This is an optimization exercise on Yosys and OpenROAD, whose aim is small area, a short achievable clock period and few clock cycles, not a production implementation. Function was checked by simulation only, so behaviour that the tests miss may differ from the original.

main:
## mips
module mips(input clk, reset,
            input  [31:0] instr_in, data_in,
            output [31:0] instr_addr, data_addr, data_out,
            output        data_rd_wr);
    parameter [31:0] pc_init = 32'h80020000;
    localparam OP_SPECIAL  = 6'b000000, OP_SPECIAL2 = 6'b011100,
               OP_J = 6'b000010, OP_JAL = 6'b000011,
               OP_BEQ = 6'b000100, OP_BNE = 6'b000101,
               OP_ADDIU = 6'b001001, OP_SLTI = 6'b001010, OP_LUI = 6'b001111,
               OP_LW = 6'b100011, OP_SW = 6'b101011;
    localparam FN_SLL = 6'b000000, FN_JR = 6'b001000,
               FN_ADDU = 6'b100001, FN_SUBU = 6'b100011, FN_MUL = 6'b000010;
    localparam MB = 104;    
    wire        stall;
    wire        id_taken;
    wire [31:0] id_target;
    reg  [31:0] f_seq, f_tgt;
    reg         f_sel;
    wire [31:0] pc = f_sel ? f_tgt : f_seq;
    assign instr_addr = pc;
    reg         id_valid;
    reg  [31:0] id_instr;
    always @(posedge clk) begin
        if (reset) begin
            f_seq    <= pc_init;
            f_sel    <= 1'b0;
            id_valid <= 1'b0;
        end else if (!stall) begin
            f_seq    <= f_sel ? f_tgt + 32'd4 : f_seq + 32'd4;    
            f_sel    <= id_taken;
            id_valid <= 1'b1;
        end
        if (!stall) f_tgt <= id_target;
        if (reset || !stall) id_instr <= instr_in;
    end
    wire [5:0]  op    = id_instr[31:26];
    wire [5:0]  fn    = id_instr[5:0];
    wire [4:0]  f_rd  = id_instr[15:11];
    wire [4:0]  f_rs  = id_instr[25:21];
    wire [4:0]  f_rt  = id_instr[20:16];
    wire [4:0]  f_sa  = id_instr[10:6];
    wire [15:0] f_imm = id_instr[15:0];
    wire [31:0] simm  = {{16{f_imm[15]}}, f_imm};
    wire [4:0]  i_rs  = instr_in[25:21];
    wire [4:0]  i_rt  = instr_in[20:16];
    reg        d_use_rs, d_use_rt, d_wr, d_load, d_store, d_mul, d_sll, d_slt;
    reg        d_beq, d_bne, d_j, d_jr;
    reg        d_a_rt, d_a_const, d_b_imm, d_b_zero, d_inv;
    reg [4:0]  d_dst;
    always @* begin
        d_use_rs = 1'b0; d_use_rt = 1'b0; d_wr = 1'b0; d_load = 1'b0;
  ...
Size: roughly 1500 flip-flops, about 85000 µm² of cells after synthesis.
==> flow/config.mk <==
export PLATFORM = sky130hd
export DESIGN_NAME = mips
export DESIGN_NICKNAME = mips
export VERILOG_FILES = /design/flow/design.v
export SDC_FILE = /design/flow/constraint.sdc
export NUM_CORES = 4
export LEC_CHECK = 0
export CAP_MARGIN = 20
export CORE_MARGIN = 2
export CORE_UTILIZATION = 40
export PLACE_DENSITY = 0.6
export SETUP_SLACK_MARGIN = 5
export SLEW_MARGIN = 60
==> flow/constraint.sdc <==
create_clock -name core_clock -period 11.0 [get_ports {clk}]
set_input_delay 2.2000 -clock core_clock [delete_from_list [all_inputs] [get_ports {clk}]]
set_output_delay 2.2000 -clock core_clock [all_outputs]
set_load 0.01 [all_outputs]
run.sh (not shown) runs the stock make flow with config.mk's settings and CLKGATE_MAP_FILE= SYNTH_SCRIPT=/design/flow/synth_recipe.tcl, a recipe that flattens the netlist after the stock synthesis.
Testbench counts of main, summed over its fixed seeds: cycles 101,853.
> inputs changed (main -> the feature branch)
- setting CTS_CLUSTER_DIAMETER to 120 for the first time
- setting CTS_CLUSTER_SIZE to 20 for the first time
--- outcome ---
Depth of the worst register-to-register path | the feature branch above main
Relative to main, growth of design area from synthesis to finish decreased by 3.5 points in the feature branch.
Against main, final wirelength in the feature branch fell slightly.

* * *

mips, a different RTL version from the one above (not shown whole).
For scale: roughly 8100 cells after synthesis, roughly 85000 um^2 of cells after synthesis.
export LEC_CHECK = 0
export CAP_MARGIN = 20
export CORE_MARGIN = 2
export CORE_UTILIZATION = 40
export CTS_CLUSTER_DIAMETER = 120
export CTS_CLUSTER_SIZE = 20
export PLACE_DENSITY = 0.65
export SETUP_SLACK_MARGIN = 5
export SLEW_MARGIN = 60
create_clock -name core_clock -period 11.0 [get_ports {clk}]
Testbench counts at the start, summed over its fixed seeds: cycles 101,853.
==> next run, changes <==
--- a/flow/config.mk
+++ b/flow/config.mk
@@ -13 +13 @@
-export PLACE_DENSITY = 0.65
+export PLACE_DENSITY = 0.6
The changed run completed without violations.
Design area stays flat.
Clock-buffer cell count increases by 8.
Clock skew is about the same.
Synthesized cell count does not change.
Fmax increases by 0.37%.
Setup slack is better by 0.018 ns.
Via count barely changes.
Area after synthesis stays the same.

==> separate check: timing with driven ports <==
The results above use ideal ports. As a check the final layouts listed here were re-extracted and re-timed, cells and wires unchanged.
Step 1 assumes that a clkbuf_16 drives the clock port and a buf_2 every other input.
Step 2 adds t to the input delays and takes it off the output delays; t is the mean of the earliest and latest rising clock arrival at the registers after step 1. Input paths then give back, and output paths get back, about the clock's delay inside the block.
Slacks: no drivers / after step 1 / after step 2; pairs: no drivers / after step 1.
run | shift t [ns] | setup WS [ns] | worst setup path after step 2 | worst slew at a driven data input, ns
main | 0.954 | 5.544 / 5.544 / 5.544 | register to register | 0.09
the feature branch | 0.888 | 5.516 / 5.516 / 5.516 | register to register | 0.08
the first run of note 2 | 0.889 | 6.041 / 5.975 / 6.041 | register to register | 0.10
the second run of note 2 | 0.911 | 6.059 / 5.946 / 6.131 | register to register | 0.12
After both steps every run listed still meets setup and hold.
